This is an optimization exercise on Yosys and OpenROAD, whose aim is small area and a short achievable clock period, not a production implementation.
Function was checked by simulation only, so behaviour that the tests miss may differ from the original.
No activity file was given, so power comes from the tool's default toggle rates.

alpha:
// barrel_shifter
module barrel_shifter (
    input  logic        i_clk,
    input  logic        i_signed,
    input  logic        i_shift_left,
    input  logic [4:0]  i_shift_amt,
    input  logic [31:0] i_data,
    output logic [31:0] o_data
);
    logic left, s4, fill, fill_n, cm_n;
    assign left = i_shift_left;
    assign s4   = i_shift_amt[4];
    assign fill = i_signed & i_data[31];
    logic sr0, sr1, sr0_n, sl0_n, cm, ch;
    logic [1:0] sl1_n;    
    bs_nor2  u_sr0   (.a(left), .b(s4), .y(sr0));
    bs_andn  u_sr1   (.a(s4), .b_n(left), .y(sr1));
    bs_or2   u_sr0_n (.a(left), .b(s4), .y(sr0_n));
    bs_nand2 u_sl0_n (.a(left), .b(s4), .y(sl0_n));
    bs_orn   u_sl1_n0 (.a(s4), .b_n(left), .y(sl1_n[0]));
    bs_orn   u_sl1_n1 (.a(s4), .b_n(left), .y(sl1_n[1]));
    bs_nand3b u_cm_n (.a_n(left), .b(i_signed), .c(i_data[31]), .y(cm_n));
    bs_nand2  u_cm   (.a(s4), .b(cm_n), .y(cm));
    bs_nand2  u_fl_n (.a(i_signed), .b(i_data[31]), .y(fill_n));
    bs_nand2b u_ch   (.a_n(left), .b(fill_n), .y(ch));
    logic [3:0] ax, ax_n, a, a_n;
    for (genvar t = 0; t < 4; t++) begin : g_sel
        bs_xor2  u_x  (.a(i_shift_amt[t]), .b(left), .y(ax[t]));
        bs_xnor2 u_xn (.a(i_shift_amt[t]), .b(left), .y(ax_n[t]));
        bs_inv   u_a  (.a(ax_n[t]), .y(a[t]));
        bs_inv   u_an (.a(ax[t]),   .y(a_n[t]));
    end
    logic [46:0] v16_n;
    logic [38:0] v8;
    logic [34:0] v4_n;
    logic [32:0] v2;
    logic [31:0] res_n;
    logic [31:0] q_n;
    for (genvar i = 0; i < 15; i++) begin : g_s16_lo
        bs_aoi22 u (.a(i_data[i]), .sa(sr0), .b(i_data[i+16]), .sb(sr1), .y(v16_n[i]));
    end
    assign v16_n[15] = ~((i_data[15] & ~left & ~s4) | (i_data[31] & ~left & s4) | (i_data[0] & left & ~s4));
    for (genvar i = 16; i < 31; i++) begin : g_s16_mid
        bs_oai221 u (.a(i_data[i]), .sa_n(sr0_n), .b(i_data[i-15]), .sb_n(sl1_n[0]),
                     .c(cm), .y(v16_n[i]));
    end
  ...
Size: about 280 cells after synthesis, about 2500 sq um of cells after synthesis.
clock: 3.5 ns
lec_check: 0
cap_margin: 20
core_margin: 2
core_utilization: 50
gpl_timing_driven: 0
place_density: 0.8
slew_margin: 20
synth_hierarchical: 1
synth_minimum_keep_size: 0
standard.sh (not shown) runs the stock make flow with config.mk's settings and CLKGATE_MAP_FILE= SYNTH_SCRIPT=/design/flow/synth_recipe.tcl, a recipe that flattens the netlist after the stock synthesis.
==> flow/flow/run.sh <==
#!/bin/bash
set -e
here=$(pwd)
export BUFFER_PORTS_ARGS="-buffer_cell sky130_fd_sc_hd__buf_1"
export POST_FLOORPLAN_TCL="$here/flow/post_floorplan.tcl"
export PRE_RESIZE_TCL="$here/flow/pre_resize.tcl"
# CTS without dummy balancing loads (cells with no output, area only)
export CTS_ARGS="-sink_clustering_enable -repair_clock_nets -dont_use_dummy_load"
bash standard.sh > standard.log 2>&1
Other scripts of this flow, unchanged in this note and not shown: flow/flow/post_floorplan.tcl, flow/flow/pre_resize.tcl, flow/flow/sizing.tcl
The following lists how beta was set up differently from alpha:
Settings: CORE_UTILIZATION now 65, was 50; PLACE_DENSITY now 0.85, was 0.8.
==> flow/flow/run.sh <==
#!/bin/bash
set -e
here=$(pwd)
export BUFFER_PORTS_ARGS="-buffer_cell sky130_fd_sc_hd__buf_1"
export POST_FLOORPLAN_TCL="$here/flow/post_floorplan.tcl"
export PRE_RESIZE_TCL="$here/flow/pre_resize.tcl"
bash standard.sh > standard.log 2>&1
The lower global-route usage of beta and alpha is in alpha. beta against alpha: count of non-filler cells in the finished layout shows a reduction of 3.8%; number of clock buffers in the layout was more or less identical; worst-case setup margin in the final layout shows no meaningful change; highest clock frequency the design can meet level; area of all placed cells without fillers neither gained nor lost much.

========
## the baseline
The RTL this note starts from:
==> flow/design.v <==
module barrel_shifter (
    input  logic        i_clk,
    input  logic        i_signed,
    input  logic        i_shift_left,
    input  logic [4:0]  i_shift_amt,
    input  logic [31:0] i_data,
    output logic [31:0] o_data
);
    logic left, s4, fill, fill_n, cm_n;
    assign left = i_shift_left;
    assign s4   = i_shift_amt[4];
    assign fill = i_signed & i_data[31];
    logic sr0, sr1, sr0_n, sl0_n, sl1_n, cm, ch;
    bs_nor2  u_sr0   (.a(left), .b(s4), .y(sr0));
    bs_andn  u_sr1   (.a(s4), .b_n(left), .y(sr1));
    bs_or2   u_sr0_n (.a(left), .b(s4), .y(sr0_n));
    bs_nand2 u_sl0_n (.a(left), .b(s4), .y(sl0_n));
    bs_orn   u_sl1_n (.a(s4), .b_n(left), .y(sl1_n));
    bs_nand3b u_cm_n (.a_n(left), .b(i_signed), .c(i_data[31]), .y(cm_n));
    bs_nand2  u_cm   (.a(s4), .b(cm_n), .y(cm));
    bs_nand2  u_fl_n (.a(i_signed), .b(i_data[31]), .y(fill_n));
    bs_nand2b u_ch   (.a_n(left), .b(fill_n), .y(ch));
    logic [3:0] ax, ax_n, a, a_n;
    for (genvar t = 0; t < 4; t++) begin : g_sel
        bs_xor2  u_x  (.a(i_shift_amt[t]), .b(left), .y(ax[t]));
        bs_xnor2 u_xn (.a(i_shift_amt[t]), .b(left), .y(ax_n[t]));
        bs_inv   u_a  (.a(ax_n[t]), .y(a[t]));
        bs_inv   u_an (.a(ax[t]),   .y(a_n[t]));
    end
    logic [46:0] v16_n;
    logic [38:0] v8;
    logic [34:0] v4_n;
    logic [32:0] v2;
    logic [31:0] res_n;
    logic [31:0] q_n;
    for (genvar i = 0; i < 15; i++) begin : g_s16_lo
        bs_aoi22 u (.a(i_data[i]), .sa(sr0), .b(i_data[i+16]), .sb(sr1), .y(v16_n[i]));
    end
    assign v16_n[15] = ~((i_data[15] & ~left & ~s4) | (i_data[31] & ~left & s4) | (i_data[0] & left & ~s4));
    for (genvar i = 16; i < 31; i++) begin : g_s16_mid
        bs_oai221 u (.a(i_data[i]), .sa_n(sr0_n), .b(i_data[i-15]), .sb_n(sl1_n),
                     .c(cm), .y(v16_n[i]));
    end
    assign v16_n[31] = ~((i_data[31] & ~left & ~s4) | (fill & ~left & s4) | (i_data[0] & left & s4)
                         | (i_data[16] & left & ~s4));
    for (genvar i = 32; i < 47; i++) begin : g_s16_hi
        bs_oai221 u (.a(i_data[i-31]), .sa_n(sl0_n), .b(i_data[i-15]), .sb_n(sl1_n),
                     .c(ch), .y(v16_n[i]));
    end
    for (genvar i = 0; i < 39; i++) begin : g_s8
        bs_mux_n u (.a(v16_n[i]), .sa_n(a[3]), .b(v16_n[i+8]), .sb_n(a_n[3]), .y(v8[i]));
    end
    for (genvar i = 0; i < 35; i++) begin : g_s4
        bs_mux_n u (.a(v8[i]), .sa_n(a[2]), .b(v8[i+4]), .sb_n(a_n[2]), .y(v4_n[i]));
    end
    for (genvar i = 0; i < 33; i++) begin : g_s2
        bs_mux_n u (.a(v4_n[i]), .sa_n(a[1]), .b(v4_n[i+2]), .sb_n(a_n[1]), .y(v2[i]));
    end
    for (genvar i = 0; i < 32; i++) begin : g_s1
        bs_mux_n u (.a(v2[i]), .sa_n(a[0]), .b(v2[i+1]), .sb_n(a_n[0]), .y(res_n[i]));
    end
    always_ff @(posedge i_clk) q_n <= res_n;
    assign o_data = ~q_n;
endmodule
module bs_mux_n (input logic a, sa_n, b, sb_n, output logic y);
    assign y = ~((a | sa_n) & (b | sb_n));
endmodule
module bs_aoi22 (input logic a, sa, b, sb, output logic y);
    assign y = ~((a & sa) | (b & sb));
endmodule
module bs_oai221 (input logic a, sa_n, b, sb_n, c, output logic y);
    assign y = ~((a | sa_n) & (b | sb_n) & c);
endmodule
module bs_inv (input logic a, output logic y);
    assign y = ~a;
endmodule
module bs_nor2 (input logic a, b, output logic y);
    assign y = ~(a | b);
endmodule
module bs_or2 (input logic a, b, output logic y);
    assign y = a | b;
endmodule
module bs_nand2 (input logic a, b, output logic y);
    assign y = ~(a & b);
endmodule
module bs_andn (input logic a, b_n, output logic y);
    assign y = a & ~b_n;
endmodule
module bs_orn (input logic a, b_n, output logic y);
    assign y = a | ~b_n;
endmodule
module bs_xor2 (input logic a, b, output logic y);
    assign y = a ^ b;
endmodule
module bs_xnor2 (input logic a, b, output logic y);
    assign y = ~(a ^ b);
endmodule
module bs_nand3b (input logic a_n, b, c, output logic y);
    assign y = ~(~a_n & b & c);
endmodule
module bs_nand2b (input logic a_n, b, output logic y);
    assign y = ~(~a_n & b);
endmodule
export LEC_CHECK = 0
export CAP_MARGIN = 20
export CORE_MARGIN = 2
export CORE_UTILIZATION = 65
export SLEW_MARGIN = 20
export SYNTH_HIERARCHICAL = 1
export SYNTH_MINIMUM_KEEP_SIZE = 0
create_clock -name core_clock -period 3.5 [get_ports {i_clk}]
==> flow/flow/run.sh <==
#!/bin/bash
set -e
here=$(pwd)
export BUFFER_PORTS_ARGS="-buffer_cell sky130_fd_sc_hd__buf_1"
export POST_FLOORPLAN_TCL="$here/flow/post_floorplan.tcl"
export PRE_RESIZE_TCL="$here/flow/pre_resize.tcl"
bash standard.sh > standard.log 2>&1
==> flow/flow/post_floorplan.tcl <==
# Size every gate by its load (the shifter stages drive two gates and end up
# at drive strength 1; the select lines drive 15 to 39 gates).
source [file join [file dirname [info script]] sizing.tcl]
size_insts [[ord::get_db_block] getInsts]
==> flow/flow/pre_resize.tcl <==
# Size the input port buffers (buf_1 from buffer_ports) by their loads.
source [file join [file dirname [info script]] sizing.tcl]
set bufs {}
foreach inst [[ord::get_db_block] getInsts] {
  if { [string match "input*" [$inst getName]] } { lappend bufs $inst }
}
size_insts $bufs
==> flow/flow/sizing.tcl <==
# Drive-strength sizing by load, used by post_floorplan.tcl and
# pre_resize.tcl. The load of a driver counts each input pin it drives by
# the drive strength of that pin's cell (a rough stand-in for its input
# capacitance), and each output port as 1.
proc load_of { inst } {
  foreach it [$inst getITerms] {
    if { [$it isOutputSignal] } {
      set net [$it getNet]
      if { $net == "NULL" } { return 0 }
      set n [llength [$net getBTerms]]
      foreach l [$net getITerms] {
        if { [$l isOutputSignal] } { continue }
        if { [regexp {_([0-9]+)$} [[[$l getInst] getMaster] getName] -> s] && $s > 1 } {
          incr n $s
        } else {
          incr n
        }
      }
      return $n
    }
  }
  return 0
}
# Smallest drive strength whose capacity covers the load.
proc size_inst { inst } {
  set caps {1 3 2 6 4 20 6 30 8 1000}
  set m [[$inst getMaster] getName]
  if { ![regexp {^sky130_fd_sc_hd__([a-z0-9]+)_([0-9]+)$} $m -> base size] } { return }
  if { [string match "df*" $base] || [string match "tap*" $base] || [string match "clk*" $base] } { return }
  set fo [load_of $inst]
  set best ""
  foreach {s cap} $caps {
    set cand [[ord::get_db] findMaster "sky130_fd_sc_hd__${base}_$s"]
    if { $cand == "NULL" } { continue }
    set best $cand
    if { $fo <= $cap } { break }
  }
  if { $best != "" && [$best getName] != $m } {
    puts "resize [$inst getName]: $m -> [$best getName] (load $fo)"
    $inst swapMaster $best
  }
}
# Size the given instances, those with the largest loads first so that
# their drivers see their final sizes (two passes).
proc size_insts { insts } {
  for {set pass 0} {$pass < 2} {incr pass} {
    foreach inst $insts { size_inst $inst }
  }
}
Modified inputs, the candidate compared to the baseline
Settings: setting GPL_TIMING_DRIVEN to 0 for the first time.
Findings:
- Diff the baseline -> the candidate: layout clock buffer count moved up; total placed cells including tap cells level; part of the cycle the worst path needs moved down; average via count per standard cell level; highest achievable clock rate moved up.
- Total power after layout sits lower in the candidate than in the baseline.
- The candidate ended up with a higher power share of the sequential group than the baseline did.

-- re-timing with driven ports --
The flow's constraints put no driver on any port. The routed layouts listed below were extracted and timed again, unchanged, in two steps.
Step 1, drivers: a clkbuf_16 drives i_clk and a buf_2 each remaining input, both assumed.
Step 2 times the ports against the registers' clock, not the clock port: input delays grow and output delays shrink by t, the midpoint of the rising clock arrivals with the driver on.
a / b / c = ideal ports / drivers / drivers and shift; a / b = the first two.
run | t, ns | slack for setup (ns) | hold slack, ns | worst slew at a driven data input, ns
alpha | 0.296 | 1.333 / 1.313 / 1.017 | 1.069 / 1.064 / 1.133 | 0.05
beta | 0.312 | 1.331 / 1.329 / 1.017 | 1.056 / 1.044 / 1.142 | 0.04
the baseline | 0.315 | 0.995 / 1.004 / 0.689 | 0.947 / 0.946 / 1.143 | 0.05
the candidate | 0.302 | 1.256 / 1.234 / 0.931 | 0.962 / 0.964 / 1.141 | 0.06
After both steps setup and hold are still met in every run listed. The setup slack of the candidate, which loses most, moves by -0.022 ns with the drivers and by -0.325 ns with both steps.
